From an optimization exercise on the open Yosys and OpenROAD flow, aimed at a short achievable clock period and few clock cycles; shortcuts taken in it are not production practice.
Function was checked by simulation only, so behaviour that the tests miss may differ from the original.
No activity file was given, so power comes from the tool's default toggle rates.

==> job 2691 <==
// cpu
module cpu(clk, rst, mem_addr, mem_wdata, mem_we, mem_rdata);
input wire clk, rst;
output wire [31:0] mem_addr;
output wire [31:0] mem_wdata;
output wire mem_we;
input wire [31:0] mem_rdata;
wire div_zero, overflow, mult_ctrl, div_ctrl, ir_write, reg_write, alu_out_write, write_mem, epc_write, pc_write, pc_write_cond, hi_ctrl, lo_ctrl, mult_end, div_end;
wire [1:0] alu_srca, alu_srcb, branch_type, shift_srca, shift_srcb, store_type, load_type;
wire [2:0] iord, pc_src, alu_op, shift, reg_dst;
wire [3:0] mem_to_reg;
wire out_PCWrite, out_PCWriteCond, out_NotEqual, out_LessOrEqual;
wire [5:0] out_IR_31_26;  
wire [4:0] out_IR_25_21;  
wire [4:0] out_IR_20_16;  
wire [15:0] out_IR_15_0;  
wire [4:0] out_IR_15_11;  
wire [4:0] out_IR_10_6;  
wire [5:0] out_IR_5_0;  
wire outZero_ALU, outGT_ALU, outLT_ALU, outET_ALU, outOVF_ALU,
out_BranchType, out_HILOWrite;
wire [4:0] out_RegDst, out_ShiftSrcB;
wire [31:0] out_PCSrc, out_PC, out_IorD, out_Mem, out_Extend8to32, 
out_LoadMem, out_StoreMem, out_MDR, outA_RegBank, outB_RegBank, 
out_JumpAddress, out_AluSrcA, out_AluSrcB, out_SignExtend16to32, 
out_BranchAddress, out_ALU, out_SetLessThanBit, out_ALUout, out_EPC, 
out_MemToReg, out_ShiftSrcA, out_Shifter, outHi_Mult, outLo_Mult, 
outHi_Div, outLo_Div, out_HICtrl, out_LOCtrl, out_HI, out_LO;
parameter OPCODE_INEX_HANDLER = 32'd253;
parameter OPCODE_INEX_CODE = 32'd1;
parameter OVERFLOW_HANDLER = 32'd254;
parameter OVERFLOW_CODE = 32'd2;
parameter DIV_ZERO_HANDLER = 32'd255;
parameter DIV_ZERO_CODE = 32'd3;
parameter REG_31 = 5'd31;
parameter REG_30 = 5'd30;
parameter REG_29 = 5'd29;
parameter STACK_TOP_ADDRESS = 32'd227;
parameter NULL = 0;
wire [5:0] next_state;
controle Controle (
	.clock(clk),  
	.reset(rst),
	.opcode(out_IR_31_26),
	.funct(out_IR_15_0[5:0]),
	.next_state(next_state),
	.div_zero(div_zero), 
	.overflow(overflow), 
	.mult_ctrl(mult_ctrl), 
	.div_ctrl(div_ctrl), 
	.ir_write(ir_write), 
	.reg_write(reg_write), 
	.alu_out_write(alu_out_write), 
	.write_mem(write_mem), 
	.epc_write(epc_write), 
	.pc_write(pc_write), 
	.pc_write_cond(pc_write_cond), 
	.hi_ctrl(hi_ctrl), 
	.lo_ctrl(lo_ctrl), 
	.load_type(load_type), 
	.store_type(store_type), 
	.branch_type(branch_type), 
	.alu_srca(alu_srca), 
	.alu_srcb(alu_srcb), 
	.shift_srca(shift_srca), 
	.shift_srcb(shift_srcb), 
	.alu_op(alu_op), 
	.iord(iord), 
	.pc_src(pc_src), 
	.reg_dst(reg_dst), 
  ...
Settings: LEC_CHECK=0, CAP_MARGIN=20, CORE_MARGIN=2, CORE_UTILIZATION=40, SLEW_MARGIN=20; clock period 20.0 ns.
run.sh (not shown) runs the stock make flow with config.mk's settings and CLKGATE_MAP_FILE= SYNTH_SCRIPT=/design/flow/synth_recipe.tcl, a recipe that flattens the netlist after the stock synthesis.
==> job 5222 (differences from job 2691) <==
Settings changed: SETUP_SLACK_MARGIN from default to 5.
==> comparison table <==
Fin area: job 2691 136000 µm²; job 5222 138000 µm²
Worst Reg-to-Reg Cells: job 2691 54; job 5222 51
Post-CTS setup buffers: job 2691 0; job 5222 74
Clock skew: job 2691 122 ps; job 5222 114 ps
Total iterations of the first detailed-routing run: job 2691 12; job 5222 10
Run status: job 2691 complete, no violations; job 5222 complete, no violations
Critical path required time: job 2691 20810 ps; job 5222 20830 ps
Share of power burned in registers: job 2691 31.2%; job 5222 30.4%
Overall power after layout: job 2691 15300 µW; job 5222 15700 µW
Number of nets in the layout: job 2691 12.4k; job 5222 12.5k
Worst reg2reg endpoint: job 2691 Controle.reg_dst[1]; job 5222 PC.saida[12]
Non-CTS buffers: job 2691 519; job 5222 585
Wire length of the first global-routing pass: job 2691 796000 µm; job 5222 818000 µm
Routed wire length per instance: job 2691 35.1 µm; job 5222 36.1 µm
Fraction of power consumed by combinational cells: job 2691 42.6%; job 5222 43.7%
Met3 Wirelength: job 2691 66100 µm; job 5222 68600 µm
Worst-path maximum fanout: job 2691 43; job 5222 26
Number of antenna violations at the first check in global routing: job 2691 37; job 5222 46
Routed metal-1 wire length: job 2691 207000 µm; job 5222 220000 µm
Clock share of power: job 2691 26.3%; job 5222 25.9%
Testbench counts of job 2691, summed over its fixed seeds: cycles 111,466.
Testbench counts of job 5222, summed over its fixed seeds: cycles 111,466.

-- re-timing with driven ports --
The results above use ideal ports. As a check the final layouts listed here were re-extracted and re-timed, cells and wires unchanged. Step 1 (the two cells are an assumption about what drives the block):
set clk [get_ports {clk}]
set_driving_cell -lib_cell sky130_fd_sc_hd__clkbuf_16 $clk
set_driving_cell -lib_cell sky130_fd_sc_hd__buf_2 [delete_from_list [all_inputs] $clk]
Step 2, shift: input delay + t, output delay - t, t = (earliest + latest rising clock arrival at the registers) / 2. This alone moves slack from input paths to output paths. a / b / c = ideal / step 1 / step 2; a / b = the first two.
| run | t (ns) | setup WS [ns] | worst setup path at the end | pins driven straight from the clock port |
|---|---|---|---|---|
| job 2691 | 1.016 | 0.739 / 0.739 / 0.739 | register to register | 1 |
| job 5222 | 1.025 | 4.061 / 4.061 / 4.061 | register to register | 1 |
After both steps setup and hold are still met in every run listed.
